Background: an optimization exercise with open tools, aiming at small area and a short achievable clock period. Do not read the settings as production practice. Where RTL was checked, it was by simulation tests only, not by an equivalence proof against the original. No functional check of the RTL was part of run 3. Power figures rest on the tool's default switching activity, not on a simulated workload.

## flow/design.v (module list and top-level ports; edited modules follow where they fit)
// module pfx_nnp: 4 lines
// module pfx_nnp_g: 3 lines
// module pfx_npp_g: 3 lines
// module pfx_pnn_g: 3 lines
// module pfx_ppn: 4 lines
// module pfx_ppn_g: 3 lines
// module cpa: 252 lines
// module fa_m: 4 lines
// module ha_m: 4 lines
// module adder_1: 233 lines
module adder_1 #(parameter DSIZE = 64)
            (
                in_a,
                in_b,
                in_c,
                in_d,
                sum,
                clk,
                rst_n
            );
  // ...
==> flow/flow/run.sh <==
#!/bin/bash
export BUFFER_PORTS_ARGS="-buffer_cell sky130_fd_sc_hd__buf_1"
bash standard.sh ABC_LOAD_IN_FF=3 finish > standard.log 2>&1
==> flow/standard.sh <==
#!/bin/bash
# synth_recipe.tcl (not shown) runs the flow's synth.tcl, then flattens the netlist and writes it again
# the make line also repeats each setting of config.mk as NAME=value (left out here)
make -C /OpenROAD-flow-scripts/flow DESIGN_CONFIG=/design/flow/config.mk WORK_HOME=/design/flow/orfs CLKGATE_MAP_FILE= SYNTH_SCRIPT=/design/flow/synth_recipe.tcl "${@:-finish}"
==> flow/config.mk <==
export PLATFORM = sky130hd
export DESIGN_NAME = adder_1
export DESIGN_NICKNAME = adder_1
export VERILOG_FILES = /design/flow/design.v
export SDC_FILE = /design/flow/constraint.sdc
export NUM_CORES = 4
export LEC_CHECK = 0
export CAP_MARGIN = 20
export CORE_MARGIN = 2
export CORE_UTILIZATION = 40
export CTS_BUF_LIST = sky130_fd_sc_hd__clkbuf_4 sky130_fd_sc_hd__clkbuf_8
export SETUP_SLACK_MARGIN = 2.0
export SLEW_MARGIN = 20
export SYNTH_HIERARCHICAL = 1
export SYNTH_MINIMUM_KEEP_SIZE = 0
==> flow/constraint.sdc <==
create_clock -name core_clock -period 4.0 [get_ports {clk}]
set_input_delay 0.8000 -clock core_clock [delete_from_list [all_inputs] [get_ports {clk}]]
set_output_delay 0.8000 -clock core_clock [all_outputs]
set_load 0.01 [all_outputs]
==> flow_summary.yaml, run 1 <==
power_and_ir_drop:
  power.density_mw_per_mm2: 591
  netSwitchingFraction: 0.405
  power.group.top: "combinational logic"
clock_network:
  htreeDepth: 4
  clock_path_buffers: 2
  cts_buffers: 17
  worstSkewPairLatency_ns: 0.46
timing:
  setup_violations: 0
  tns_ns: 0
floorplanning:
  rows: 58
  start_util: 0.405
global_routing:
  antenna_found_initial: 0
  grt_pass1_vias: 7497
  use_met2: 0.317
  grt_pass1_wl_um: 37300
  grt_max_degree: 191
cells_and_area:
  insertedDiodeCount: 0
  dominant_cells: "multi-input combinational cells"
  syn2layout_area_growth_pct: 26.6
  multi_input_area_share: 0.456
  layout-drive-gt1-share: 0.180
  seqCellArea_mm2: 0.00476
  final_cell_mix: "buf_1, dfrtp_1, fa_1, nand2_1, a21oi_1"
yosys:
  synth_warnings: 7
  synthTopCellsByArea: "dfrtp_1, fa_1, ha_1"
  synth-compound-area-share: 0.0914
  ys_types: 13
placed_design:
  post-place-cells: 1426
setup_path:
  worstPathRequired_ns: 4.36
  path_cells: "buf_1 -> fa_1 -> fa_1 -> ha_2"
  crit_fanout: 1
  crit_family: "adder cells"
min_path:
  min_delay_path_depth: 0
  holdPathEnd: "sum_l[1]"
status:
  status: "timing/DRC/antenna clean"
detailed_routing:
  route.vias.total: 7054
  routed_via_density: 4.79
==> run 2, diff against run 1 <==
==> flow/flow/run.sh (replaced) <==
#!/bin/bash
export BUFFER_PORTS_ARGS="-buffer_cell sky130_fd_sc_hd__buf_1"
bash standard.sh ABC_LOAD_IN_FF=3 IO_CONSTRAINTS=$PWD/flow/io.tcl finish > standard.log 2>&1
==> flow/flow/io.tcl (new file) <==
# pin order: operand bits grouped by bit, sums in bit order
set_io_pin_constraint -region left:* -group -order -pin_names {in_a[0] in_b[0] in_c[0] in_d[0] in_a[1] in_b[1] in_c[1] in_d[1] in_a[2] in_b[2] in_c[2] in_d[2] in_a[3] in_b[3] in_c[3] in_d[3] in_a[4] in_b[4] in_c[4] in_d[4] in_a[5] in_b[5] in_c[5] in_d[5] in_a[6] in_b[6] in_c[6] in_d[6] in_a[7] in_b[7] in_c[7] in_d[7] in_a[8] in_b[8] in_c[8] in_d[8] in_a[9] in_b[9] in_c[9] in_d[9] in_a[10] in_b[10] in_c[10] in_d[10] in_a[11] in_b[11] in_c[11] in_d[11] in_a[12] in_b[12] in_c[12] in_d[12] in_a[13] in_b[13] in_c[13] in_d[13] in_a[14] in_b[14] in_c[14] in_d[14] in_a[15] in_b[15] in_c[15] in_d[15] in_a[16] in_b[16] in_c[16] in_d[16] in_a[17] in_b[17] in_c[17] in_d[17] in_a[18] in_b[18] in_c[18] in_d[18] in_a[19] in_b[19] in_c[19] in_d[19] in_a[20] in_b[20] in_c[20] in_d[20]}
set_io_pin_constraint -region top:* -group -order -pin_names {in_a[21] in_b[21] in_c[21] in_d[21] in_a[22] in_b[22] in_c[22] in_d[22] in_a[23] in_b[23] in_c[23] in_d[23] in_a[24] in_b[24] in_c[24] in_d[24] in_a[25] in_b[25] in_c[25] in_d[25] in_a[26] in_b[26] in_c[26] in_d[26] in_a[27] in_b[27] in_c[27] in_d[27] in_a[28] in_b[28] in_c[28] in_d[28] in_a[29] in_b[29] in_c[29] in_d[29] in_a[30] in_b[30] in_c[30] in_d[30] in_a[31] in_b[31] in_c[31] in_d[31] in_a[32] in_b[32] in_c[32] in_d[32] in_a[33] in_b[33] in_c[33] in_d[33] in_a[34] in_b[34] in_c[34] in_d[34] in_a[35] in_b[35] in_c[35] in_d[35] in_a[36] in_b[36] in_c[36] in_d[36] in_a[37] in_b[37] in_c[37] in_d[37] in_a[38] in_b[38] in_c[38] in_d[38] in_a[39] in_b[39] in_c[39] in_d[39] in_a[40] in_b[40] in_c[40] in_d[40] in_a[41] in_b[41] in_c[41] in_d[41] in_a[42] in_b[42] in_c[42] in_d[42]}
set_io_pin_constraint -region right:* -group -order -pin_names {in_a[63] in_b[63] in_c[63] in_d[63] in_a[62] in_b[62] in_c[62] in_d[62] in_a[61] in_b[61] in_c[61] in_d[61] in_a[60] in_b[60] in_c[60] in_d[60] in_a[59] in_b[59] in_c[59] in_d[59] in_a[58] in_b[58] in_c[58] in_d[58] in_a[57] in_b[57] in_c[57] in_d[57] in_a[56] in_b[56] in_c[56] in_d[56] in_a[55] in_b[55] in_c[55] in_d[55] in_a[54] in_b[54] in_c[54] in_d[54] in_a[53] in_b[53] in_c[53] in_d[53] in_a[52] in_b[52] in_c[52] in_d[52] in_a[51] in_b[51] in_c[51] in_d[51] in_a[50] in_b[50] in_c[50] in_d[50] in_a[49] in_b[49] in_c[49] in_d[49] in_a[48] in_b[48] in_c[48] in_d[48] in_a[47] in_b[47] in_c[47] in_d[47] in_a[46] in_b[46] in_c[46] in_d[46] in_a[45] in_b[45] in_c[45] in_d[45] in_a[44] in_b[44] in_c[44] in_d[44] in_a[43] in_b[43] in_c[43] in_d[43]}
set_io_pin_constraint -region bottom:* -group -order -pin_names {sum[0] sum[1] sum[2] sum[3] sum[4] sum[5] sum[6] sum[7] sum[8] sum[9] sum[10] sum[11] sum[12] sum[13] sum[14] sum[15] sum[16] sum[17] sum[18] sum[19] sum[20] sum[21] sum[22] sum[23] sum[24] sum[25] sum[26] sum[27] sum[28] sum[29] sum[30] sum[31] sum[32] sum[33] sum[34] sum[35] sum[36] sum[37] sum[38] sum[39] sum[40] sum[41] sum[42] sum[43] sum[44] sum[45] sum[46] sum[47] sum[48] sum[49] sum[50] sum[51] sum[52] sum[53] sum[54] sum[55] sum[56] sum[57] sum[58] sum[59] sum[60] sum[61] sum[62] sum[63]}
==> flow_summary.yaml, run 2 <==
status:
  status: "timing/DRC/antenna clean"
cells_and_area:
  final_cell_mix: "buf_1, dfrtp_1, fa_1, nand2_1"
  layout_commonest_cell: "buf_1"
  syn2layout_area_growth_pct: 28.4
  final_area_mm2: 0.0130
  layout-drive-gt1-share: 0.210
  fin_nets: 1574
  insertedDiodeCount: 0
  reg_top3: "pv_l (64), sum_l (64), gv_l (62)"
yosys:
  synth_top_cell_by_area: "dfrtp_1"
  yosysTopAreaCellShare: 0.469
  synthTopCellsByArea: "dfrtp_1, fa_1, ha_1"
  async_flop_share: 1.00
  synthesis.area_mm2: 0.0101
  syn_avg_cell_area_um2: 13.1
  synth-edff-count: 0
  synth_ff_type: "dfrtp_1"
  ys_types: 13
  synth_warnings: 7
  seq_area_frac_synth: 0.469
  synth-seq-cells: 190
  synthCells: 776
  syn-num-nets: 1222
  synthTopCellsByCount: "dfrtp_1, fa_1, a21oi_1, nand2_1, o21ai_1"
  yosysMostFrequentCell: "dfrtp_1"
global_routing:
  grt_pass1_vias: 7415
  antenna_found_initial: 0
  overflow: 0
  grt_pass1_wl_um: 42700
  grt_usage: 0.219
  grt_max_degree: 191
power_and_ir_drop:
  p_leak_uw: 0.00504
  power.density_mw_per_mm2: 630
  peakVddDrop_uv: 256
min_path:
  worst_hold_startpoint: "pv_l[1]"
  min_delay_path_depth: 0
  hold_path.class: "register to register"
timing:
  setup_violations: 0
  fin_crit_sh: 0.502
  worst_pin_slew_ns: 0.515
  tns_ns: 0
  rsz0062_at_grt: "true"
  fin_ws_ns: 1.99
  maxSlewHeadroom: 0.657
  slew_viol_final: 0
  finClkSkew_ns: 0.0133
  fmax_mhz: 498
  finalCriticalPeriod_ns: 2.01
  hold_violations: 0
placed_design:
  dp_slack_ns: 1.44
  place_area_mm2: 0.0119
  port_buffers: 321
  post-dp-hpwl_um: 24200
  routabilityCongestion: 0.923
clock_network:
  cts.sinks: 190
  clock_path_buffers: 2
  clkTransAtPathRegs_ns: 0.11
  worstSkewPairLatency_ns: 0.46
  tritoncts: "built"
  cts_root_buf: "clkbuf_8"
  cts_buffers: 17
  htreeDepth: 4
  ctsHoldBuffers: 0
detailed_routing:
  dr.pass1.iters: 4
  wl_per_cell_um: 19.5
  drc: 0
  route.vias.total: 7169
  antenna_left: 0
  routed_via_density: 4.87
  drtIter0Drc: 284
  finalWirelength_um: 28600
floorplanning:
  rows: 58
  die_h_um: 163
  start_util: 0.405
  fp.dieW_um: 163
  die_area_mm2: 0.0266
  num_io_pins: 322
  core_mm2: 0.0250
setup_path:
  worstPathArrival_ns: 2.38
  crit_fanout: 3
  worstRegToRegCells: 8
  worstPathRequired_ns: 4.37
  setup.worst_path.start_class: "register"
  ff2ff_setup_slack_ns: 1.99
  critical_path_class: "register to register"
  endpoint_kind: "register"
  worstSetupStartpoint: "pv_l[45]"
  r2r-start: "pv_l[45]"
job:
  max_cap_viol_count: 0
[run 2: worst paths after layout]
| kind | to |
|---|---|
| max reg2reg | sum_l[56] |
| max | sum_l[56] |
| min | sum_l[1] |
| min in group asynchronous | gv_l[42] |
| max in group asynchronous | sum_l[1] |
| min reg2reg | sum_l[1] |
[run 2: layout make-up]
| class | instances | area [µm²] |
|---|---|---|
| Clock inverter | 14 | 155 |
| Inverter | 21 | 78.8 |
| Timing Repair Buffer | 335 | 1350 |
| Fill cell | 2288 | 12000 |
| Sequential cell | 190 | 4770 |
| Tap cell | 330 | 413 |
| Clock buffer | 18 | 248 |
| Multi-Input combinational cell | 563 | 5990 |
[run 2: metal layers]
metal | part of all wire | GRT usage
met3 | 0.052 | 0.0348
met4 | 0.034 | 0.0764
met2 | 0.51 | 0.378
met5 | 0 | 0
met1 | 0.40 | 0.280
[run 2: what timing repair did]
action,CTS,global route
setup buffers,5,7
endpoints found under the setup margin,42,35
resized for setup,56,92
pin swaps,7,13
[run 2: worst max-delay path: stages (launching register included)]
cell and delay, ns:
dfrtp_1 0.46, nand2_1 0.14, nor2_1 0.22, nand2_1 0.14, nor2_1 0.24, nand2_1 0.13, o21ai_4 0.22, a21oi_1 0.12
xnor2_1 0.25
[run 2: cells by family after synthesis]
logic type               count (synthesis)  share of synthesized area
flip-flops                             190                      0.469
AND/OR/NAND/NOR                        124                     0.0459
buffers and inverters                   23                    0.00926
adder cells (fa/ha/maj)                188                      0.325
XOR/XNOR                                66                     0.0592
AO/OA/AOI/OAI                          185                     0.0914
[run 2: stage by stage]
stage / total power (µW) / hold WS, ns / std cells / util
detailed placement: 6440 / 0.342 / 1426 / 0.476
CTS: 7990 / 0.364 / 1463 / 0.503
finish: 8190 / 0.360 / 1471 / 0.519
global route: 8700 / 0.366 / 1471 / 0.519
global placement: 6490 / 0.339 / 1426 / 0.476
floorplan: 4840 / 0.417 / 776 / -
[run 2: power breakdown]
group | leakage (µW) | internal, µW | switching, µW
clock | 0.000194 | 533 | 727
sequential | 0.00228 | 2690 | 596
combinational | 0.00257 | 1370 | 2270
total | 0.00504 | 4590 | 3600
[run 2: Yosys stat by module (local to each module, per instance)]
module / area (µm²) / flops+latches
adder_1: 4810 / 190
pfx_npp_g: 8.76 / 0
cpa: 558 / 0
pfx_ppn: 8.76 / 0
pfx_nnp: 8.76 / 0
fa_m: 20.0 / 0
pfx_ppn_g: 5.00 / 0
pfx_pnn_g: 8.76 / 0
ha_m: 12.5 / 0
pfx_nnp_g: 5.00 / 0
==> module adder_1, before the edit <==
module adder_1 #(parameter DSIZE = 64)
            (
                in_a,
                in_b,
                in_c,
                in_d,
                sum,
                clk,
                rst_n
            );
input   [DSIZE-1:0]     in_a;
input   [DSIZE-1:0]     in_b;
input   [DSIZE-1:0]     in_c;
input   [DSIZE-1:0]     in_d;
output  [DSIZE-1:0]     sum ;
input                   clk;
input                   rst_n;
wire   [DSIZE-2:0]      s1, s2;
wire   [DSIZE-1:0]      pv;
wire   [DSIZE-2:0]      c1, c2;
wire   [DSIZE-2:1]      gv;
fa_m u_fa1_0 (.a(in_a[0]), .b(in_b[0]), .c(in_c[0]), .s(s1[0]), .co(c1[0]));
fa_m u_fa1_1 (.a(in_a[1]), .b(in_b[1]), .c(in_c[1]), .s(s1[1]), .co(c1[1]));
fa_m u_fa1_2 (.a(in_a[2]), .b(in_b[2]), .c(in_c[2]), .s(s1[2]), .co(c1[2]));
fa_m u_fa1_3 (.a(in_a[3]), .b(in_b[3]), .c(in_c[3]), .s(s1[3]), .co(c1[3]));
fa_m u_fa1_4 (.a(in_a[4]), .b(in_b[4]), .c(in_c[4]), .s(s1[4]), .co(c1[4]));
fa_m u_fa1_5 (.a(in_a[5]), .b(in_b[5]), .c(in_c[5]), .s(s1[5]), .co(c1[5]));
fa_m u_fa1_6 (.a(in_a[6]), .b(in_b[6]), .c(in_c[6]), .s(s1[6]), .co(c1[6]));
fa_m u_fa1_7 (.a(in_a[7]), .b(in_b[7]), .c(in_c[7]), .s(s1[7]), .co(c1[7]));
fa_m u_fa1_8 (.a(in_a[8]), .b(in_b[8]), .c(in_c[8]), .s(s1[8]), .co(c1[8]));
fa_m u_fa1_9 (.a(in_a[9]), .b(in_b[9]), .c(in_c[9]), .s(s1[9]), .co(c1[9]));
fa_m u_fa1_10 (.a(in_a[10]), .b(in_b[10]), .c(in_c[10]), .s(s1[10]), .co(c1[10]));
fa_m u_fa1_11 (.a(in_a[11]), .b(in_b[11]), .c(in_c[11]), .s(s1[11]), .co(c1[11]));
fa_m u_fa1_12 (.a(in_a[12]), .b(in_b[12]), .c(in_c[12]), .s(s1[12]), .co(c1[12]));
fa_m u_fa1_13 (.a(in_a[13]), .b(in_b[13]), .c(in_c[13]), .s(s1[13]), .co(c1[13]));
fa_m u_fa1_14 (.a(in_a[14]), .b(in_b[14]), .c(in_c[14]), .s(s1[14]), .co(c1[14]));
fa_m u_fa1_15 (.a(in_a[15]), .b(in_b[15]), .c(in_c[15]), .s(s1[15]), .co(c1[15]));
fa_m u_fa1_16 (.a(in_a[16]), .b(in_b[16]), .c(in_c[16]), .s(s1[16]), .co(c1[16]));
fa_m u_fa1_17 (.a(in_a[17]), .b(in_b[17]), .c(in_c[17]), .s(s1[17]), .co(c1[17]));
fa_m u_fa1_18 (.a(in_a[18]), .b(in_b[18]), .c(in_c[18]), .s(s1[18]), .co(c1[18]));
fa_m u_fa1_19 (.a(in_a[19]), .b(in_b[19]), .c(in_c[19]), .s(s1[19]), .co(c1[19]));
fa_m u_fa1_20 (.a(in_a[20]), .b(in_b[20]), .c(in_c[20]), .s(s1[20]), .co(c1[20]));
fa_m u_fa1_21 (.a(in_a[21]), .b(in_b[21]), .c(in_c[21]), .s(s1[21]), .co(c1[21]));
fa_m u_fa1_22 (.a(in_a[22]), .b(in_b[22]), .c(in_c[22]), .s(s1[22]), .co(c1[22]));
fa_m u_fa1_23 (.a(in_a[23]), .b(in_b[23]), .c(in_c[23]), .s(s1[23]), .co(c1[23]));
fa_m u_fa1_24 (.a(in_a[24]), .b(in_b[24]), .c(in_c[24]), .s(s1[24]), .co(c1[24]));
fa_m u_fa1_25 (.a(in_a[25]), .b(in_b[25]), .c(in_c[25]), .s(s1[25]), .co(c1[25]));
fa_m u_fa1_26 (.a(in_a[26]), .b(in_b[26]), .c(in_c[26]), .s(s1[26]), .co(c1[26]));
fa_m u_fa1_27 (.a(in_a[27]), .b(in_b[27]), .c(in_c[27]), .s(s1[27]), .co(c1[27]));
fa_m u_fa1_28 (.a(in_a[28]), .b(in_b[28]), .c(in_c[28]), .s(s1[28]), .co(c1[28]));
fa_m u_fa1_29 (.a(in_a[29]), .b(in_b[29]), .c(in_c[29]), .s(s1[29]), .co(c1[29]));
fa_m u_fa1_30 (.a(in_a[30]), .b(in_b[30]), .c(in_c[30]), .s(s1[30]), .co(c1[30]));
fa_m u_fa1_31 (.a(in_a[31]), .b(in_b[31]), .c(in_c[31]), .s(s1[31]), .co(c1[31]));
fa_m u_fa1_32 (.a(in_a[32]), .b(in_b[32]), .c(in_c[32]), .s(s1[32]), .co(c1[32]));
fa_m u_fa1_33 (.a(in_a[33]), .b(in_b[33]), .c(in_c[33]), .s(s1[33]), .co(c1[33]));
fa_m u_fa1_34 (.a(in_a[34]), .b(in_b[34]), .c(in_c[34]), .s(s1[34]), .co(c1[34]));
fa_m u_fa1_35 (.a(in_a[35]), .b(in_b[35]), .c(in_c[35]), .s(s1[35]), .co(c1[35]));
fa_m u_fa1_36 (.a(in_a[36]), .b(in_b[36]), .c(in_c[36]), .s(s1[36]), .co(c1[36]));
fa_m u_fa1_37 (.a(in_a[37]), .b(in_b[37]), .c(in_c[37]), .s(s1[37]), .co(c1[37]));
fa_m u_fa1_38 (.a(in_a[38]), .b(in_b[38]), .c(in_c[38]), .s(s1[38]), .co(c1[38]));
fa_m u_fa1_39 (.a(in_a[39]), .b(in_b[39]), .c(in_c[39]), .s(s1[39]), .co(c1[39]));
fa_m u_fa1_40 (.a(in_a[40]), .b(in_b[40]), .c(in_c[40]), .s(s1[40]), .co(c1[40]));
fa_m u_fa1_41 (.a(in_a[41]), .b(in_b[41]), .c(in_c[41]), .s(s1[41]), .co(c1[41]));
fa_m u_fa1_42 (.a(in_a[42]), .b(in_b[42]), .c(in_c[42]), .s(s1[42]), .co(c1[42]));
fa_m u_fa1_43 (.a(in_a[43]), .b(in_b[43]), .c(in_c[43]), .s(s1[43]), .co(c1[43]));
fa_m u_fa1_44 (.a(in_a[44]), .b(in_b[44]), .c(in_c[44]), .s(s1[44]), .co(c1[44]));
fa_m u_fa1_45 (.a(in_a[45]), .b(in_b[45]), .c(in_c[45]), .s(s1[45]), .co(c1[45]));
fa_m u_fa1_46 (.a(in_a[46]), .b(in_b[46]), .c(in_c[46]), .s(s1[46]), .co(c1[46]));
fa_m u_fa1_47 (.a(in_a[47]), .b(in_b[47]), .c(in_c[47]), .s(s1[47]), .co(c1[47]));
fa_m u_fa1_48 (.a(in_a[48]), .b(in_b[48]), .c(in_c[48]), .s(s1[48]), .co(c1[48]));
fa_m u_fa1_49 (.a(in_a[49]), .b(in_b[49]), .c(in_c[49]), .s(s1[49]), .co(c1[49]));
fa_m u_fa1_50 (.a(in_a[50]), .b(in_b[50]), .c(in_c[50]), .s(s1[50]), .co(c1[50]));
fa_m u_fa1_51 (.a(in_a[51]), .b(in_b[51]), .c(in_c[51]), .s(s1[51]), .co(c1[51]));
fa_m u_fa1_52 (.a(in_a[52]), .b(in_b[52]), .c(in_c[52]), .s(s1[52]), .co(c1[52]));
fa_m u_fa1_53 (.a(in_a[53]), .b(in_b[53]), .c(in_c[53]), .s(s1[53]), .co(c1[53]));
fa_m u_fa1_54 (.a(in_a[54]), .b(in_b[54]), .c(in_c[54]), .s(s1[54]), .co(c1[54]));
fa_m u_fa1_55 (.a(in_a[55]), .b(in_b[55]), .c(in_c[55]), .s(s1[55]), .co(c1[55]));
fa_m u_fa1_56 (.a(in_a[56]), .b(in_b[56]), .c(in_c[56]), .s(s1[56]), .co(c1[56]));
fa_m u_fa1_57 (.a(in_a[57]), .b(in_b[57]), .c(in_c[57]), .s(s1[57]), .co(c1[57]));
fa_m u_fa1_58 (.a(in_a[58]), .b(in_b[58]), .c(in_c[58]), .s(s1[58]), .co(c1[58]));
fa_m u_fa1_59 (.a(in_a[59]), .b(in_b[59]), .c(in_c[59]), .s(s1[59]), .co(c1[59]));
fa_m u_fa1_60 (.a(in_a[60]), .b(in_b[60]), .c(in_c[60]), .s(s1[60]), .co(c1[60]));
fa_m u_fa1_61 (.a(in_a[61]), .b(in_b[61]), .c(in_c[61]), .s(s1[61]), .co(c1[61]));
fa_m u_fa1_62 (.a(in_a[62]), .b(in_b[62]), .c(in_c[62]), .s(s1[62]), .co(c1[62]));
ha_m u_fa2_0 (.a(s1[0]), .b(in_d[0]), .s(s2[0]), .co(c2[0]));
fa_m u_fa2_1 (.a(in_d[1]), .b(c1[0]), .c(s1[1]), .s(s2[1]), .co(c2[1]));
fa_m u_fa2_2 (.a(in_d[2]), .b(c1[1]), .c(s1[2]), .s(s2[2]), .co(c2[2]));
fa_m u_fa2_3 (.a(in_d[3]), .b(c1[2]), .c(s1[3]), .s(s2[3]), .co(c2[3]));
fa_m u_fa2_4 (.a(in_d[4]), .b(c1[3]), .c(s1[4]), .s(s2[4]), .co(c2[4]));
fa_m u_fa2_5 (.a(in_d[5]), .b(c1[4]), .c(s1[5]), .s(s2[5]), .co(c2[5]));
fa_m u_fa2_6 (.a(in_d[6]), .b(c1[5]), .c(s1[6]), .s(s2[6]), .co(c2[6]));
fa_m u_fa2_7 (.a(in_d[7]), .b(c1[6]), .c(s1[7]), .s(s2[7]), .co(c2[7]));
fa_m u_fa2_8 (.a(in_d[8]), .b(c1[7]), .c(s1[8]), .s(s2[8]), .co(c2[8]));
fa_m u_fa2_9 (.a(in_d[9]), .b(c1[8]), .c(s1[9]), .s(s2[9]), .co(c2[9]));
fa_m u_fa2_10 (.a(in_d[10]), .b(c1[9]), .c(s1[10]), .s(s2[10]), .co(c2[10]));
fa_m u_fa2_11 (.a(in_d[11]), .b(c1[10]), .c(s1[11]), .s(s2[11]), .co(c2[11]));
fa_m u_fa2_12 (.a(in_d[12]), .b(c1[11]), .c(s1[12]), .s(s2[12]), .co(c2[12]));
fa_m u_fa2_13 (.a(in_d[13]), .b(c1[12]), .c(s1[13]), .s(s2[13]), .co(c2[13]));
fa_m u_fa2_14 (.a(in_d[14]), .b(c1[13]), .c(s1[14]), .s(s2[14]), .co(c2[14]));
fa_m u_fa2_15 (.a(in_d[15]), .b(c1[14]), .c(s1[15]), .s(s2[15]), .co(c2[15]));
fa_m u_fa2_16 (.a(in_d[16]), .b(c1[15]), .c(s1[16]), .s(s2[16]), .co(c2[16]));
fa_m u_fa2_17 (.a(in_d[17]), .b(c1[16]), .c(s1[17]), .s(s2[17]), .co(c2[17]));
fa_m u_fa2_18 (.a(in_d[18]), .b(c1[17]), .c(s1[18]), .s(s2[18]), .co(c2[18]));
fa_m u_fa2_19 (.a(in_d[19]), .b(c1[18]), .c(s1[19]), .s(s2[19]), .co(c2[19]));
fa_m u_fa2_20 (.a(in_d[20]), .b(c1[19]), .c(s1[20]), .s(s2[20]), .co(c2[20]));
fa_m u_fa2_21 (.a(in_d[21]), .b(c1[20]), .c(s1[21]), .s(s2[21]), .co(c2[21]));
fa_m u_fa2_22 (.a(in_d[22]), .b(c1[21]), .c(s1[22]), .s(s2[22]), .co(c2[22]));
fa_m u_fa2_23 (.a(in_d[23]), .b(c1[22]), .c(s1[23]), .s(s2[23]), .co(c2[23]));
fa_m u_fa2_24 (.a(in_d[24]), .b(c1[23]), .c(s1[24]), .s(s2[24]), .co(c2[24]));
fa_m u_fa2_25 (.a(in_d[25]), .b(c1[24]), .c(s1[25]), .s(s2[25]), .co(c2[25]));
fa_m u_fa2_26 (.a(in_d[26]), .b(c1[25]), .c(s1[26]), .s(s2[26]), .co(c2[26]));
fa_m u_fa2_27 (.a(in_d[27]), .b(c1[26]), .c(s1[27]), .s(s2[27]), .co(c2[27]));
fa_m u_fa2_28 (.a(in_d[28]), .b(c1[27]), .c(s1[28]), .s(s2[28]), .co(c2[28]));
fa_m u_fa2_29 (.a(in_d[29]), .b(c1[28]), .c(s1[29]), .s(s2[29]), .co(c2[29]));
fa_m u_fa2_30 (.a(in_d[30]), .b(c1[29]), .c(s1[30]), .s(s2[30]), .co(c2[30]));
fa_m u_fa2_31 (.a(in_d[31]), .b(c1[30]), .c(s1[31]), .s(s2[31]), .co(c2[31]));
fa_m u_fa2_32 (.a(in_d[32]), .b(c1[31]), .c(s1[32]), .s(s2[32]), .co(c2[32]));
fa_m u_fa2_33 (.a(in_d[33]), .b(c1[32]), .c(s1[33]), .s(s2[33]), .co(c2[33]));
fa_m u_fa2_34 (.a(in_d[34]), .b(c1[33]), .c(s1[34]), .s(s2[34]), .co(c2[34]));
fa_m u_fa2_35 (.a(in_d[35]), .b(c1[34]), .c(s1[35]), .s(s2[35]), .co(c2[35]));
fa_m u_fa2_36 (.a(in_d[36]), .b(c1[35]), .c(s1[36]), .s(s2[36]), .co(c2[36]));
fa_m u_fa2_37 (.a(in_d[37]), .b(c1[36]), .c(s1[37]), .s(s2[37]), .co(c2[37]));
fa_m u_fa2_38 (.a(in_d[38]), .b(c1[37]), .c(s1[38]), .s(s2[38]), .co(c2[38]));
fa_m u_fa2_39 (.a(in_d[39]), .b(c1[38]), .c(s1[39]), .s(s2[39]), .co(c2[39]));
fa_m u_fa2_40 (.a(in_d[40]), .b(c1[39]), .c(s1[40]), .s(s2[40]), .co(c2[40]));
fa_m u_fa2_41 (.a(in_d[41]), .b(c1[40]), .c(s1[41]), .s(s2[41]), .co(c2[41]));
fa_m u_fa2_42 (.a(in_d[42]), .b(c1[41]), .c(s1[42]), .s(s2[42]), .co(c2[42]));
fa_m u_fa2_43 (.a(in_d[43]), .b(c1[42]), .c(s1[43]), .s(s2[43]), .co(c2[43]));
fa_m u_fa2_44 (.a(in_d[44]), .b(c1[43]), .c(s1[44]), .s(s2[44]), .co(c2[44]));
fa_m u_fa2_45 (.a(in_d[45]), .b(c1[44]), .c(s1[45]), .s(s2[45]), .co(c2[45]));
fa_m u_fa2_46 (.a(in_d[46]), .b(c1[45]), .c(s1[46]), .s(s2[46]), .co(c2[46]));
fa_m u_fa2_47 (.a(in_d[47]), .b(c1[46]), .c(s1[47]), .s(s2[47]), .co(c2[47]));
fa_m u_fa2_48 (.a(in_d[48]), .b(c1[47]), .c(s1[48]), .s(s2[48]), .co(c2[48]));
fa_m u_fa2_49 (.a(in_d[49]), .b(c1[48]), .c(s1[49]), .s(s2[49]), .co(c2[49]));
fa_m u_fa2_50 (.a(in_d[50]), .b(c1[49]), .c(s1[50]), .s(s2[50]), .co(c2[50]));
fa_m u_fa2_51 (.a(in_d[51]), .b(c1[50]), .c(s1[51]), .s(s2[51]), .co(c2[51]));
fa_m u_fa2_52 (.a(in_d[52]), .b(c1[51]), .c(s1[52]), .s(s2[52]), .co(c2[52]));
fa_m u_fa2_53 (.a(in_d[53]), .b(c1[52]), .c(s1[53]), .s(s2[53]), .co(c2[53]));
fa_m u_fa2_54 (.a(in_d[54]), .b(c1[53]), .c(s1[54]), .s(s2[54]), .co(c2[54]));
fa_m u_fa2_55 (.a(in_d[55]), .b(c1[54]), .c(s1[55]), .s(s2[55]), .co(c2[55]));
fa_m u_fa2_56 (.a(in_d[56]), .b(c1[55]), .c(s1[56]), .s(s2[56]), .co(c2[56]));
fa_m u_fa2_57 (.a(in_d[57]), .b(c1[56]), .c(s1[57]), .s(s2[57]), .co(c2[57]));
fa_m u_fa2_58 (.a(in_d[58]), .b(c1[57]), .c(s1[58]), .s(s2[58]), .co(c2[58]));
fa_m u_fa2_59 (.a(in_d[59]), .b(c1[58]), .c(s1[59]), .s(s2[59]), .co(c2[59]));
fa_m u_fa2_60 (.a(in_d[60]), .b(c1[59]), .c(s1[60]), .s(s2[60]), .co(c2[60]));
fa_m u_fa2_61 (.a(in_d[61]), .b(c1[60]), .c(s1[61]), .s(s2[61]), .co(c2[61]));
fa_m u_fa2_62 (.a(in_d[62]), .b(c1[61]), .c(s1[62]), .s(s2[62]), .co(c2[62]));
assign pv[0] = s2[0];
ha_m u_ha3_1 (.a(c2[0]), .b(s2[1]), .s(pv[1]), .co(gv[1]));
ha_m u_ha3_2 (.a(c2[1]), .b(s2[2]), .s(pv[2]), .co(gv[2]));
ha_m u_ha3_3 (.a(c2[2]), .b(s2[3]), .s(pv[3]), .co(gv[3]));
ha_m u_ha3_4 (.a(c2[3]), .b(s2[4]), .s(pv[4]), .co(gv[4]));
ha_m u_ha3_5 (.a(c2[4]), .b(s2[5]), .s(pv[5]), .co(gv[5]));
ha_m u_ha3_6 (.a(c2[5]), .b(s2[6]), .s(pv[6]), .co(gv[6]));
ha_m u_ha3_7 (.a(c2[6]), .b(s2[7]), .s(pv[7]), .co(gv[7]));
ha_m u_ha3_8 (.a(c2[7]), .b(s2[8]), .s(pv[8]), .co(gv[8]));
ha_m u_ha3_9 (.a(c2[8]), .b(s2[9]), .s(pv[9]), .co(gv[9]));
ha_m u_ha3_10 (.a(c2[9]), .b(s2[10]), .s(pv[10]), .co(gv[10]));
ha_m u_ha3_11 (.a(c2[10]), .b(s2[11]), .s(pv[11]), .co(gv[11]));
ha_m u_ha3_12 (.a(c2[11]), .b(s2[12]), .s(pv[12]), .co(gv[12]));
ha_m u_ha3_13 (.a(c2[12]), .b(s2[13]), .s(pv[13]), .co(gv[13]));
ha_m u_ha3_14 (.a(c2[13]), .b(s2[14]), .s(pv[14]), .co(gv[14]));
ha_m u_ha3_15 (.a(c2[14]), .b(s2[15]), .s(pv[15]), .co(gv[15]));
ha_m u_ha3_16 (.a(c2[15]), .b(s2[16]), .s(pv[16]), .co(gv[16]));
ha_m u_ha3_17 (.a(c2[16]), .b(s2[17]), .s(pv[17]), .co(gv[17]));
ha_m u_ha3_18 (.a(c2[17]), .b(s2[18]), .s(pv[18]), .co(gv[18]));
ha_m u_ha3_19 (.a(c2[18]), .b(s2[19]), .s(pv[19]), .co(gv[19]));
ha_m u_ha3_20 (.a(c2[19]), .b(s2[20]), .s(pv[20]), .co(gv[20]));
ha_m u_ha3_21 (.a(c2[20]), .b(s2[21]), .s(pv[21]), .co(gv[21]));
ha_m u_ha3_22 (.a(c2[21]), .b(s2[22]), .s(pv[22]), .co(gv[22]));
ha_m u_ha3_23 (.a(c2[22]), .b(s2[23]), .s(pv[23]), .co(gv[23]));
ha_m u_ha3_24 (.a(c2[23]), .b(s2[24]), .s(pv[24]), .co(gv[24]));
ha_m u_ha3_25 (.a(c2[24]), .b(s2[25]), .s(pv[25]), .co(gv[25]));
ha_m u_ha3_26 (.a(c2[25]), .b(s2[26]), .s(pv[26]), .co(gv[26]));
ha_m u_ha3_27 (.a(c2[26]), .b(s2[27]), .s(pv[27]), .co(gv[27]));
ha_m u_ha3_28 (.a(c2[27]), .b(s2[28]), .s(pv[28]), .co(gv[28]));
ha_m u_ha3_29 (.a(c2[28]), .b(s2[29]), .s(pv[29]), .co(gv[29]));
ha_m u_ha3_30 (.a(c2[29]), .b(s2[30]), .s(pv[30]), .co(gv[30]));
ha_m u_ha3_31 (.a(c2[30]), .b(s2[31]), .s(pv[31]), .co(gv[31]));
ha_m u_ha3_32 (.a(c2[31]), .b(s2[32]), .s(pv[32]), .co(gv[32]));
ha_m u_ha3_33 (.a(c2[32]), .b(s2[33]), .s(pv[33]), .co(gv[33]));
ha_m u_ha3_34 (.a(c2[33]), .b(s2[34]), .s(pv[34]), .co(gv[34]));
ha_m u_ha3_35 (.a(c2[34]), .b(s2[35]), .s(pv[35]), .co(gv[35]));
ha_m u_ha3_36 (.a(c2[35]), .b(s2[36]), .s(pv[36]), .co(gv[36]));
ha_m u_ha3_37 (.a(c2[36]), .b(s2[37]), .s(pv[37]), .co(gv[37]));
ha_m u_ha3_38 (.a(c2[37]), .b(s2[38]), .s(pv[38]), .co(gv[38]));
ha_m u_ha3_39 (.a(c2[38]), .b(s2[39]), .s(pv[39]), .co(gv[39]));
ha_m u_ha3_40 (.a(c2[39]), .b(s2[40]), .s(pv[40]), .co(gv[40]));
ha_m u_ha3_41 (.a(c2[40]), .b(s2[41]), .s(pv[41]), .co(gv[41]));
ha_m u_ha3_42 (.a(c2[41]), .b(s2[42]), .s(pv[42]), .co(gv[42]));
ha_m u_ha3_43 (.a(c2[42]), .b(s2[43]), .s(pv[43]), .co(gv[43]));
ha_m u_ha3_44 (.a(c2[43]), .b(s2[44]), .s(pv[44]), .co(gv[44]));
ha_m u_ha3_45 (.a(c2[44]), .b(s2[45]), .s(pv[45]), .co(gv[45]));
ha_m u_ha3_46 (.a(c2[45]), .b(s2[46]), .s(pv[46]), .co(gv[46]));
ha_m u_ha3_47 (.a(c2[46]), .b(s2[47]), .s(pv[47]), .co(gv[47]));
ha_m u_ha3_48 (.a(c2[47]), .b(s2[48]), .s(pv[48]), .co(gv[48]));
ha_m u_ha3_49 (.a(c2[48]), .b(s2[49]), .s(pv[49]), .co(gv[49]));
ha_m u_ha3_50 (.a(c2[49]), .b(s2[50]), .s(pv[50]), .co(gv[50]));
ha_m u_ha3_51 (.a(c2[50]), .b(s2[51]), .s(pv[51]), .co(gv[51]));
ha_m u_ha3_52 (.a(c2[51]), .b(s2[52]), .s(pv[52]), .co(gv[52]));
ha_m u_ha3_53 (.a(c2[52]), .b(s2[53]), .s(pv[53]), .co(gv[53]));
ha_m u_ha3_54 (.a(c2[53]), .b(s2[54]), .s(pv[54]), .co(gv[54]));
ha_m u_ha3_55 (.a(c2[54]), .b(s2[55]), .s(pv[55]), .co(gv[55]));
ha_m u_ha3_56 (.a(c2[55]), .b(s2[56]), .s(pv[56]), .co(gv[56]));
ha_m u_ha3_57 (.a(c2[56]), .b(s2[57]), .s(pv[57]), .co(gv[57]));
ha_m u_ha3_58 (.a(c2[57]), .b(s2[58]), .s(pv[58]), .co(gv[58]));
ha_m u_ha3_59 (.a(c2[58]), .b(s2[59]), .s(pv[59]), .co(gv[59]));
ha_m u_ha3_60 (.a(c2[59]), .b(s2[60]), .s(pv[60]), .co(gv[60]));
ha_m u_ha3_61 (.a(c2[60]), .b(s2[61]), .s(pv[61]), .co(gv[61]));
ha_m u_ha3_62 (.a(c2[61]), .b(s2[62]), .s(pv[62]), .co(gv[62]));
assign pv[63] = (in_a[63] ^ in_b[63] ^ in_c[63] ^ in_d[63]) ^ c1[62] ^ c2[62];
reg    [DSIZE-1:0]      pv_l;
reg    [DSIZE-2:1]      gv_l;
reg    [DSIZE-1:0]      sum_l;
wire   [DSIZE-1:0]      sum_n;
cpa u_cpa (.p(pv_l), .g(gv_l), .s(sum_n));
always @(posedge clk or negedge rst_n)
begin
    if(~rst_n)
    begin
        pv_l    <= 0;
        gv_l    <= 0;
        sum_l   <= 0;
    end
    else
    begin
        pv_l    <= pv;
        gv_l    <= gv;
        sum_l   <= sum_n;
    end
end
assign sum = sum_l;
endmodule
==> run 3, diff against run 2 <==
--- a/flow/design.v
+++ b/flow/design.v
@@ -278,6 +278,12 @@
 assign s = a ^ b;
 assign co = a & b;
 endmodule
+module xor_m (input a, input b, output y);
+assign y = a ^ b;
+endmodule
+module and_m (input a, input b, output y);
+assign y = a & b;
+endmodule
 module adder_1 #(parameter DSIZE = 64)
             (
                 in_a,
@@ -426,68 +432,130 @@
 fa_m u_fa2_61 (.a(in_d[61]), .b(c1[60]), .c(s1[61]), .s(s2[61]), .co(c2[61]));
 fa_m u_fa2_62 (.a(in_d[62]), .b(c1[61]), .c(s1[62]), .s(s2[62]), .co(c2[62]));
 assign pv[0] = s2[0];
-ha_m u_ha3_1 (.a(c2[0]), .b(s2[1]), .s(pv[1]), .co(gv[1]));
-ha_m u_ha3_2 (.a(c2[1]), .b(s2[2]), .s(pv[2]), .co(gv[2]));
-ha_m u_ha3_3 (.a(c2[2]), .b(s2[3]), .s(pv[3]), .co(gv[3]));
-ha_m u_ha3_4 (.a(c2[3]), .b(s2[4]), .s(pv[4]), .co(gv[4]));
-ha_m u_ha3_5 (.a(c2[4]), .b(s2[5]), .s(pv[5]), .co(gv[5]));
-ha_m u_ha3_6 (.a(c2[5]), .b(s2[6]), .s(pv[6]), .co(gv[6]));
-ha_m u_ha3_7 (.a(c2[6]), .b(s2[7]), .s(pv[7]), .co(gv[7]));
-ha_m u_ha3_8 (.a(c2[7]), .b(s2[8]), .s(pv[8]), .co(gv[8]));
-ha_m u_ha3_9 (.a(c2[8]), .b(s2[9]), .s(pv[9]), .co(gv[9]));
-ha_m u_ha3_10 (.a(c2[9]), .b(s2[10]), .s(pv[10]), .co(gv[10]));
-ha_m u_ha3_11 (.a(c2[10]), .b(s2[11]), .s(pv[11]), .co(gv[11]));
-ha_m u_ha3_12 (.a(c2[11]), .b(s2[12]), .s(pv[12]), .co(gv[12]));
-ha_m u_ha3_13 (.a(c2[12]), .b(s2[13]), .s(pv[13]), .co(gv[13]));
-ha_m u_ha3_14 (.a(c2[13]), .b(s2[14]), .s(pv[14]), .co(gv[14]));
-ha_m u_ha3_15 (.a(c2[14]), .b(s2[15]), .s(pv[15]), .co(gv[15]));
-ha_m u_ha3_16 (.a(c2[15]), .b(s2[16]), .s(pv[16]), .co(gv[16]));
-ha_m u_ha3_17 (.a(c2[16]), .b(s2[17]), .s(pv[17]), .co(gv[17]));
-ha_m u_ha3_18 (.a(c2[17]), .b(s2[18]), .s(pv[18]), .co(gv[18]));
-ha_m u_ha3_19 (.a(c2[18]), .b(s2[19]), .s(pv[19]), .co(gv[19]));
-ha_m u_ha3_20 (.a(c2[19]), .b(s2[20]), .s(pv[20]), .co(gv[20]));
-ha_m u_ha3_21 (.a(c2[20]), .b(s2[21]), .s(pv[21]), .co(gv[21]));
-ha_m u_ha3_22 (.a(c2[21]), .b(s2[22]), .s(pv[22]), .co(gv[22]));
-ha_m u_ha3_23 (.a(c2[22]), .b(s2[23]), .s(pv[23]), .co(gv[23]));
-ha_m u_ha3_24 (.a(c2[23]), .b(s2[24]), .s(pv[24]), .co(gv[24]));
-ha_m u_ha3_25 (.a(c2[24]), .b(s2[25]), .s(pv[25]), .co(gv[25]));
-ha_m u_ha3_26 (.a(c2[25]), .b(s2[26]), .s(pv[26]), .co(gv[26]));
-ha_m u_ha3_27 (.a(c2[26]), .b(s2[27]), .s(pv[27]), .co(gv[27]));
-ha_m u_ha3_28 (.a(c2[27]), .b(s2[28]), .s(pv[28]), .co(gv[28]));
-ha_m u_ha3_29 (.a(c2[28]), .b(s2[29]), .s(pv[29]), .co(gv[29]));
-ha_m u_ha3_30 (.a(c2[29]), .b(s2[30]), .s(pv[30]), .co(gv[30]));
-ha_m u_ha3_31 (.a(c2[30]), .b(s2[31]), .s(pv[31]), .co(gv[31]));
-ha_m u_ha3_32 (.a(c2[31]), .b(s2[32]), .s(pv[32]), .co(gv[32]));
-ha_m u_ha3_33 (.a(c2[32]), .b(s2[33]), .s(pv[33]), .co(gv[33]));
-ha_m u_ha3_34 (.a(c2[33]), .b(s2[34]), .s(pv[34]), .co(gv[34]));
-ha_m u_ha3_35 (.a(c2[34]), .b(s2[35]), .s(pv[35]), .co(gv[35]));
-ha_m u_ha3_36 (.a(c2[35]), .b(s2[36]), .s(pv[36]), .co(gv[36]));
-ha_m u_ha3_37 (.a(c2[36]), .b(s2[37]), .s(pv[37]), .co(gv[37]));
-ha_m u_ha3_38 (.a(c2[37]), .b(s2[38]), .s(pv[38]), .co(gv[38]));
-ha_m u_ha3_39 (.a(c2[38]), .b(s2[39]), .s(pv[39]), .co(gv[39]));
-ha_m u_ha3_40 (.a(c2[39]), .b(s2[40]), .s(pv[40]), .co(gv[40]));
-ha_m u_ha3_41 (.a(c2[40]), .b(s2[41]), .s(pv[41]), .co(gv[41]));
-ha_m u_ha3_42 (.a(c2[41]), .b(s2[42]), .s(pv[42]), .co(gv[42]));
-ha_m u_ha3_43 (.a(c2[42]), .b(s2[43]), .s(pv[43]), .co(gv[43]));
-ha_m u_ha3_44 (.a(c2[43]), .b(s2[44]), .s(pv[44]), .co(gv[44]));
-ha_m u_ha3_45 (.a(c2[44]), .b(s2[45]), .s(pv[45]), .co(gv[45]));
-ha_m u_ha3_46 (.a(c2[45]), .b(s2[46]), .s(pv[46]), .co(gv[46]));
-ha_m u_ha3_47 (.a(c2[46]), .b(s2[47]), .s(pv[47]), .co(gv[47]));
-ha_m u_ha3_48 (.a(c2[47]), .b(s2[48]), .s(pv[48]), .co(gv[48]));
-ha_m u_ha3_49 (.a(c2[48]), .b(s2[49]), .s(pv[49]), .co(gv[49]));
-ha_m u_ha3_50 (.a(c2[49]), .b(s2[50]), .s(pv[50]), .co(gv[50]));
-ha_m u_ha3_51 (.a(c2[50]), .b(s2[51]), .s(pv[51]), .co(gv[51]));
-ha_m u_ha3_52 (.a(c2[51]), .b(s2[52]), .s(pv[52]), .co(gv[52]));
-ha_m u_ha3_53 (.a(c2[52]), .b(s2[53]), .s(pv[53]), .co(gv[53]));
-ha_m u_ha3_54 (.a(c2[53]), .b(s2[54]), .s(pv[54]), .co(gv[54]));
-ha_m u_ha3_55 (.a(c2[54]), .b(s2[55]), .s(pv[55]), .co(gv[55]));
-ha_m u_ha3_56 (.a(c2[55]), .b(s2[56]), .s(pv[56]), .co(gv[56]));
-ha_m u_ha3_57 (.a(c2[56]), .b(s2[57]), .s(pv[57]), .co(gv[57]));
-ha_m u_ha3_58 (.a(c2[57]), .b(s2[58]), .s(pv[58]), .co(gv[58]));
-ha_m u_ha3_59 (.a(c2[58]), .b(s2[59]), .s(pv[59]), .co(gv[59]));
-ha_m u_ha3_60 (.a(c2[59]), .b(s2[60]), .s(pv[60]), .co(gv[60]));
-ha_m u_ha3_61 (.a(c2[60]), .b(s2[61]), .s(pv[61]), .co(gv[61]));
-ha_m u_ha3_62 (.a(c2[61]), .b(s2[62]), .s(pv[62]), .co(gv[62]));
+xor_m u_px_1 (.a(c2[0]), .b(s2[1]), .y(pv[1]));
+and_m u_ga_1 (.a(c2[0]), .b(s2[1]), .y(gv[1]));
+xor_m u_px_2 (.a(c2[1]), .b(s2[2]), .y(pv[2]));
+and_m u_ga_2 (.a(c2[1]), .b(s2[2]), .y(gv[2]));
+xor_m u_px_3 (.a(c2[2]), .b(s2[3]), .y(pv[3]));
+and_m u_ga_3 (.a(c2[2]), .b(s2[3]), .y(gv[3]));
+xor_m u_px_4 (.a(c2[3]), .b(s2[4]), .y(pv[4]));
+and_m u_ga_4 (.a(c2[3]), .b(s2[4]), .y(gv[4]));
+xor_m u_px_5 (.a(c2[4]), .b(s2[5]), .y(pv[5]));
+and_m u_ga_5 (.a(c2[4]), .b(s2[5]), .y(gv[5]));
+xor_m u_px_6 (.a(c2[5]), .b(s2[6]), .y(pv[6]));
+and_m u_ga_6 (.a(c2[5]), .b(s2[6]), .y(gv[6]));
+xor_m u_px_7 (.a(c2[6]), .b(s2[7]), .y(pv[7]));
+and_m u_ga_7 (.a(c2[6]), .b(s2[7]), .y(gv[7]));
+xor_m u_px_8 (.a(c2[7]), .b(s2[8]), .y(pv[8]));
+and_m u_ga_8 (.a(c2[7]), .b(s2[8]), .y(gv[8]));
+xor_m u_px_9 (.a(c2[8]), .b(s2[9]), .y(pv[9]));
+and_m u_ga_9 (.a(c2[8]), .b(s2[9]), .y(gv[9]));
+xor_m u_px_10 (.a(c2[9]), .b(s2[10]), .y(pv[10]));
+and_m u_ga_10 (.a(c2[9]), .b(s2[10]), .y(gv[10]));
+xor_m u_px_11 (.a(c2[10]), .b(s2[11]), .y(pv[11]));
+and_m u_ga_11 (.a(c2[10]), .b(s2[11]), .y(gv[11]));
+xor_m u_px_12 (.a(c2[11]), .b(s2[12]), .y(pv[12]));
+and_m u_ga_12 (.a(c2[11]), .b(s2[12]), .y(gv[12]));
+xor_m u_px_13 (.a(c2[12]), .b(s2[13]), .y(pv[13]));
+and_m u_ga_13 (.a(c2[12]), .b(s2[13]), .y(gv[13]));
+xor_m u_px_14 (.a(c2[13]), .b(s2[14]), .y(pv[14]));
+and_m u_ga_14 (.a(c2[13]), .b(s2[14]), .y(gv[14]));
+xor_m u_px_15 (.a(c2[14]), .b(s2[15]), .y(pv[15]));
+and_m u_ga_15 (.a(c2[14]), .b(s2[15]), .y(gv[15]));
+xor_m u_px_16 (.a(c2[15]), .b(s2[16]), .y(pv[16]));
+and_m u_ga_16 (.a(c2[15]), .b(s2[16]), .y(gv[16]));
+xor_m u_px_17 (.a(c2[16]), .b(s2[17]), .y(pv[17]));
+and_m u_ga_17 (.a(c2[16]), .b(s2[17]), .y(gv[17]));
+xor_m u_px_18 (.a(c2[17]), .b(s2[18]), .y(pv[18]));
+and_m u_ga_18 (.a(c2[17]), .b(s2[18]), .y(gv[18]));
+xor_m u_px_19 (.a(c2[18]), .b(s2[19]), .y(pv[19]));
+and_m u_ga_19 (.a(c2[18]), .b(s2[19]), .y(gv[19]));
+xor_m u_px_20 (.a(c2[19]), .b(s2[20]), .y(pv[20]));
+and_m u_ga_20 (.a(c2[19]), .b(s2[20]), .y(gv[20]));
+xor_m u_px_21 (.a(c2[20]), .b(s2[21]), .y(pv[21]));
+and_m u_ga_21 (.a(c2[20]), .b(s2[21]), .y(gv[21]));
+xor_m u_px_22 (.a(c2[21]), .b(s2[22]), .y(pv[22]));
+and_m u_ga_22 (.a(c2[21]), .b(s2[22]), .y(gv[22]));
+xor_m u_px_23 (.a(c2[22]), .b(s2[23]), .y(pv[23]));
+and_m u_ga_23 (.a(c2[22]), .b(s2[23]), .y(gv[23]));
+xor_m u_px_24 (.a(c2[23]), .b(s2[24]), .y(pv[24]));
+and_m u_ga_24 (.a(c2[23]), .b(s2[24]), .y(gv[24]));
+xor_m u_px_25 (.a(c2[24]), .b(s2[25]), .y(pv[25]));
+and_m u_ga_25 (.a(c2[24]), .b(s2[25]), .y(gv[25]));
+xor_m u_px_26 (.a(c2[25]), .b(s2[26]), .y(pv[26]));
+and_m u_ga_26 (.a(c2[25]), .b(s2[26]), .y(gv[26]));
+xor_m u_px_27 (.a(c2[26]), .b(s2[27]), .y(pv[27]));
+and_m u_ga_27 (.a(c2[26]), .b(s2[27]), .y(gv[27]));
+xor_m u_px_28 (.a(c2[27]), .b(s2[28]), .y(pv[28]));
+and_m u_ga_28 (.a(c2[27]), .b(s2[28]), .y(gv[28]));
+xor_m u_px_29 (.a(c2[28]), .b(s2[29]), .y(pv[29]));
+and_m u_ga_29 (.a(c2[28]), .b(s2[29]), .y(gv[29]));
+xor_m u_px_30 (.a(c2[29]), .b(s2[30]), .y(pv[30]));
+and_m u_ga_30 (.a(c2[29]), .b(s2[30]), .y(gv[30]));
+xor_m u_px_31 (.a(c2[30]), .b(s2[31]), .y(pv[31]));
+and_m u_ga_31 (.a(c2[30]), .b(s2[31]), .y(gv[31]));
+xor_m u_px_32 (.a(c2[31]), .b(s2[32]), .y(pv[32]));
+and_m u_ga_32 (.a(c2[31]), .b(s2[32]), .y(gv[32]));
+xor_m u_px_33 (.a(c2[32]), .b(s2[33]), .y(pv[33]));
+and_m u_ga_33 (.a(c2[32]), .b(s2[33]), .y(gv[33]));
+xor_m u_px_34 (.a(c2[33]), .b(s2[34]), .y(pv[34]));
+and_m u_ga_34 (.a(c2[33]), .b(s2[34]), .y(gv[34]));
+xor_m u_px_35 (.a(c2[34]), .b(s2[35]), .y(pv[35]));
+and_m u_ga_35 (.a(c2[34]), .b(s2[35]), .y(gv[35]));
+xor_m u_px_36 (.a(c2[35]), .b(s2[36]), .y(pv[36]));
+and_m u_ga_36 (.a(c2[35]), .b(s2[36]), .y(gv[36]));
+xor_m u_px_37 (.a(c2[36]), .b(s2[37]), .y(pv[37]));
+and_m u_ga_37 (.a(c2[36]), .b(s2[37]), .y(gv[37]));
+xor_m u_px_38 (.a(c2[37]), .b(s2[38]), .y(pv[38]));
+and_m u_ga_38 (.a(c2[37]), .b(s2[38]), .y(gv[38]));
+xor_m u_px_39 (.a(c2[38]), .b(s2[39]), .y(pv[39]));
+and_m u_ga_39 (.a(c2[38]), .b(s2[39]), .y(gv[39]));
+xor_m u_px_40 (.a(c2[39]), .b(s2[40]), .y(pv[40]));
+and_m u_ga_40 (.a(c2[39]), .b(s2[40]), .y(gv[40]));
+xor_m u_px_41 (.a(c2[40]), .b(s2[41]), .y(pv[41]));
+and_m u_ga_41 (.a(c2[40]), .b(s2[41]), .y(gv[41]));
+xor_m u_px_42 (.a(c2[41]), .b(s2[42]), .y(pv[42]));
+and_m u_ga_42 (.a(c2[41]), .b(s2[42]), .y(gv[42]));
+xor_m u_px_43 (.a(c2[42]), .b(s2[43]), .y(pv[43]));
+and_m u_ga_43 (.a(c2[42]), .b(s2[43]), .y(gv[43]));
+xor_m u_px_44 (.a(c2[43]), .b(s2[44]), .y(pv[44]));
+and_m u_ga_44 (.a(c2[43]), .b(s2[44]), .y(gv[44]));
+xor_m u_px_45 (.a(c2[44]), .b(s2[45]), .y(pv[45]));
+and_m u_ga_45 (.a(c2[44]), .b(s2[45]), .y(gv[45]));
+xor_m u_px_46 (.a(c2[45]), .b(s2[46]), .y(pv[46]));
+and_m u_ga_46 (.a(c2[45]), .b(s2[46]), .y(gv[46]));
+xor_m u_px_47 (.a(c2[46]), .b(s2[47]), .y(pv[47]));
+and_m u_ga_47 (.a(c2[46]), .b(s2[47]), .y(gv[47]));
+xor_m u_px_48 (.a(c2[47]), .b(s2[48]), .y(pv[48]));
+and_m u_ga_48 (.a(c2[47]), .b(s2[48]), .y(gv[48]));
+xor_m u_px_49 (.a(c2[48]), .b(s2[49]), .y(pv[49]));
+and_m u_ga_49 (.a(c2[48]), .b(s2[49]), .y(gv[49]));
+xor_m u_px_50 (.a(c2[49]), .b(s2[50]), .y(pv[50]));
+and_m u_ga_50 (.a(c2[49]), .b(s2[50]), .y(gv[50]));
+xor_m u_px_51 (.a(c2[50]), .b(s2[51]), .y(pv[51]));
+and_m u_ga_51 (.a(c2[50]), .b(s2[51]), .y(gv[51]));
+xor_m u_px_52 (.a(c2[51]), .b(s2[52]), .y(pv[52]));
+and_m u_ga_52 (.a(c2[51]), .b(s2[52]), .y(gv[52]));
+xor_m u_px_53 (.a(c2[52]), .b(s2[53]), .y(pv[53]));
+and_m u_ga_53 (.a(c2[52]), .b(s2[53]), .y(gv[53]));
+xor_m u_px_54 (.a(c2[53]), .b(s2[54]), .y(pv[54]));
+and_m u_ga_54 (.a(c2[53]), .b(s2[54]), .y(gv[54]));
+xor_m u_px_55 (.a(c2[54]), .b(s2[55]), .y(pv[55]));
+and_m u_ga_55 (.a(c2[54]), .b(s2[55]), .y(gv[55]));
+xor_m u_px_56 (.a(c2[55]), .b(s2[56]), .y(pv[56]));
+and_m u_ga_56 (.a(c2[55]), .b(s2[56]), .y(gv[56]));
+xor_m u_px_57 (.a(c2[56]), .b(s2[57]), .y(pv[57]));
+and_m u_ga_57 (.a(c2[56]), .b(s2[57]), .y(gv[57]));
+xor_m u_px_58 (.a(c2[57]), .b(s2[58]), .y(pv[58]));
+and_m u_ga_58 (.a(c2[57]), .b(s2[58]), .y(gv[58]));
+xor_m u_px_59 (.a(c2[58]), .b(s2[59]), .y(pv[59]));
+and_m u_ga_59 (.a(c2[58]), .b(s2[59]), .y(gv[59]));
+xor_m u_px_60 (.a(c2[59]), .b(s2[60]), .y(pv[60]));
+and_m u_ga_60 (.a(c2[59]), .b(s2[60]), .y(gv[60]));
+xor_m u_px_61 (.a(c2[60]), .b(s2[61]), .y(pv[61]));
+and_m u_ga_61 (.a(c2[60]), .b(s2[61]), .y(gv[61]));
+xor_m u_px_62 (.a(c2[61]), .b(s2[62]), .y(pv[62]));
+and_m u_ga_62 (.a(c2[61]), .b(s2[62]), .y(gv[62]));
 assign pv[63] = (in_a[63] ^ in_b[63] ^ in_c[63] ^ in_d[63]) ^ c1[62] ^ c2[62];
 reg    [DSIZE-1:0]      pv_l;
 reg    [DSIZE-2:1]      gv_l;
==> flow/flow/run.sh (replaced) <==
#!/bin/bash
export BUFFER_PORTS_ARGS="-buffer_cell sky130_fd_sc_hd__buf_1"
bash standard.sh ABC_LOAD_IN_FF=3 finish > standard.log 2>&1
removed: flow/flow/io.tcl
==> flow_summary.yaml, run 3 <==
timing:
  fin_crit_sh: 0.487
  worst_pin_slew_ns: 0.531
  fmax_mhz: 513
  rsz0062_at_grt: "true"
  holdWs_ns: 0.341
  maxSlewHeadroom: 0.646
  hold_violations: 0
  slew_viol_final: 0
  finClkSkew_ns: 0.0171
  finalCriticalPeriod_ns: 1.95
  tns_ns: 0
  setup_violations: 0
job:
  max_cap_viol_count: 0
clock_network:
  clock_path_buffers: 2
  clkTransAtPathRegs_ns: 0.09
  worstSkewPairLatency_ns: 0.47
  tritoncts: "built"
  htreeDepth: 4
  cts_root_buf: "clkbuf_8"
  cts_buffers: 17
  cts.sinks: 190
power_and_ir_drop:
  power.density_mw_per_mm2: 602
  peakVddDrop_uv: 220
  p_leak_uw: 0.00505
detailed_routing:
  dr.pass1.iters: 5
  drc: 0
  finalWirelength_um: 24700
  route.vias.total: 7200
  drtIter0Drc: 251
  antenna_left: 0
  wl_per_cell_um: 16.1
  routed_via_density: 4.69
cells_and_area:
  seqCellArea_mm2: 0.00476
  fin_nets: 1575
  insertedDiodeCount: 0
  layout_commonest_cell: "buf_1"
  n_fill_cell: 2347
  reg_top3: "pv_l (64), sum_l (64), gv_l (62)"
  syn2layout_area_growth_pct: 24.3
  layout-drive-gt1-share: 0.105
  final_cell_mix: "buf_1, dfrtp_1, fa_1, xor2_1, a21oi_1"
  multi_input_area_mm2: 0.00580
setup_path:
  cpPeakStageDelay_ns: 0.41
  crit_fanout: 4
  path_depth: 8
  worstPathArrival_ns: 2.29
  critPathBufInv: 1
  critical_path.endpoint: "sum_l[63]"
  worstPathRequired_ns: 4.35
  timing.rr.end: "sum_l[63]"
  path_cells: "a21oi_1 -> o21ai_1 -> a21oi_2 -> buf_4 -> o21ai_4 -> a21oi_2 -> o21ai_1 -> xor2_1"
  endpoint_kind: "register"
  worstRegToRegCells: 8
  cpMaxStageDelayCell: "dfrtp_1"
  ff2ff_setup_slack_ns: 2.05
  crit_family: "compound AO/OA/AOI/OAI gates"
  setup.worst_path.start_class: "register"
  critical_path_class: "register to register"
  worstSetupStartpoint: "pv_l[10]"
  r2r-start: "pv_l[10]"
floorplanning:
  num_io_pins: 322
  die_h_um: 164
  die_area_mm2: 0.0270
  core_mm2: 0.0252
  start_util: 0.408
  fp.dieW_um: 164
  rows: 58
yosys:
  synth-seq-cells: 190
  synthesis.area_mm2: 0.0103
  synth_top_cell_by_area: "dfrtp_1"
  synthTopCellsByArea: "dfrtp_1, fa_1, xor2_1"
  synth_warnings: 7
  synth-edff-count: 0
  yosysMostFrequentCell: "dfrtp_1"
  ys_types: 14
  yosysTopAreaCellShare: 0.462
  synthCells: 838
  syn_avg_cell_area_um2: 12.3
  synth_ff_type: "dfrtp_1"
  syn-num-nets: 1222
  async_flop_share: 1.00
  synthTopCellsByCount: "dfrtp_1, fa_1, a21oi_1, xor2_1"
  seq_area_frac_synth: 0.462
placed_design:
  port_buffers: 321
  post-dp-hpwl_um: 20700
  routabilityCongestion: 0.858
global_routing:
  grt_usage: 0.188
  grt_pass1_vias: 7605
  grt_max_degree: 191
  antenna_found_initial: 0
  grt_pass1_wl_um: 38100
  overflow: 0
min_path:
  hold_path.class: "input port to asynchronous set/reset pin"
status:
  status: "timing/DRC/antenna clean"
-- run 3: how the worst min path moves through the flow --
stage,start,slack (ns),cells after the start,to
after global routing,rst_n,0.36,2,pv_l[5]
after floorplan,pv_l[63],0.42,1,sum_l[63]
after CTS,pv_l[0],0.36,0,sum_l[0]
after global placement,pv_l[0],0.33,0,sum_l[0]
after detailed placement,pv_l[0],0.34,0,sum_l[0]
final,rst_n,0.34,2,pv_l[5]
-- run 3: stage by stage --
stage                     setup WS (ns)  std cells   util  total power, µW  instance area [µm²]
final                              2.05       1534  0.508             7690                12800
after global routing               1.93       1534  0.508             8270                12800
after CTS                          2.00       1526  0.495             7540                12500
after detailed placement           1.49       1488  0.473             6170                11900
after global placement             1.56       1488  0.473             6150                11900
after floorplan                    1.89        838      -             5010                10300
-- run 3: cell families after synthesis --
family,share of synthesized area
simple gates,0.0830
flops,0.462
xor+xnor,0.111
fa+ha+maj,0.245
compound gates,0.0900
buf+inv,0.00912
-- run 3: final cells by class --
type	count	share of cell area
repair buffers	336	0.106
clock inverters	9	0.00666
clock buffers	23	0.0228
multi-input cells	625	0.454
well taps	330	0.0323
flip-flops and latches	190	0.372
inverters	21	0.00617
-- run 3: power by group --
part | leakage, µW | total, µW | internal, µW | switching [µW]
sequential | 0.00229 | 3120 | 2670 | 451
clock | 0.000190 | 1200 | 553 | 652
combinational | 0.00257 | 3370 | 1370 | 1990
-- run 3: Yosys stat by module, one instance, submodules excluded, a selection --
module | times used | cell area [µm²]
fa_m | 125 | 20.0
xor_m | 62 | 8.76
ha_m | 1 | 12.5
pfx_nnp_g | 14 | 5.00
pfx_npp_g | 6 | 8.76
and_m | 62 | 6.26
pfx_nnp | 52 | 8.76
pfx_pnn_g | 15 | 8.76
pfx_ppn_g | 26 | 5.00
pfx_ppn | 72 | 8.76
-- run 3: per-layer routing --
layer | track usage | vias to the layer above | part of all wire
li1 | - | 3421 | -
met1 | 0.248 | 3549 | 0.43
met2 | 0.319 | 216 | 0.50
met3 | 0.0417 | 14 | 0.063
met4 | 0.0419 | 0 | 0.0087
met5 | 0 | - | 0
-- run 3: what timing repair did --
action	4_1_cts	5_1_grt
gates resized for setup	28	61
endpoints found under the setup margin	37	30
setup buffers	6	7
hold buffers	0	0
pin swaps	2	8
-- run 3: worst register-to-register path, stage by stage (launching register included) --
cell,delay [ns]
dfrtp_1,0.41
a21oi_1,0.23
o21ai_1,0.18
a21oi_2,0.24
buf_4,0.15
o21ai_4,0.08
a21oi_2,0.21
o21ai_1,0.15
xor2_1,0.18

==> separate check: timing with driven ports <==
In the flow no input, the clock included, has a driving cell. The finished layouts below were timed again as built, in two steps. Step 1 (the two cells are an assumption about what drives the block):
set clk [get_ports {clk}]
set_driving_cell -lib_cell sky130_fd_sc_hd__clkbuf_16 $clk
set_driving_cell -lib_cell sky130_fd_sc_hd__buf_2 [delete_from_list [all_inputs] $clk]
Step 2, shift: input delay + t, output delay - t, t = (earliest + latest rising clock arrival at the registers) / 2. This alone moves slack from input paths to output paths. Slacks: ideal ports / drivers / drivers and shift; pairs: ideal ports / drivers.
run	t, ns	setup WS [ns]	hold WS [ns]	clock arrival spread, ns
run 1	0.504	2.054 / 2.079 / 1.575	0.361 / 0.361 / 0.361	0.014 / 0.014
run 2	0.497	1.993 / 1.993 / 1.656	0.360 / 0.352 / 0.360	0.013 / 0.014
run 3	0.500	2.052 / 2.052 / 1.699	0.341 / 0.329 / 0.355	0.017 / 0.017
After both steps setup and hold are still met in every run listed. For run 1, which loses most, drivers alone change the setup slack by +0.025 ns; drivers and shift together by -0.479 ns.
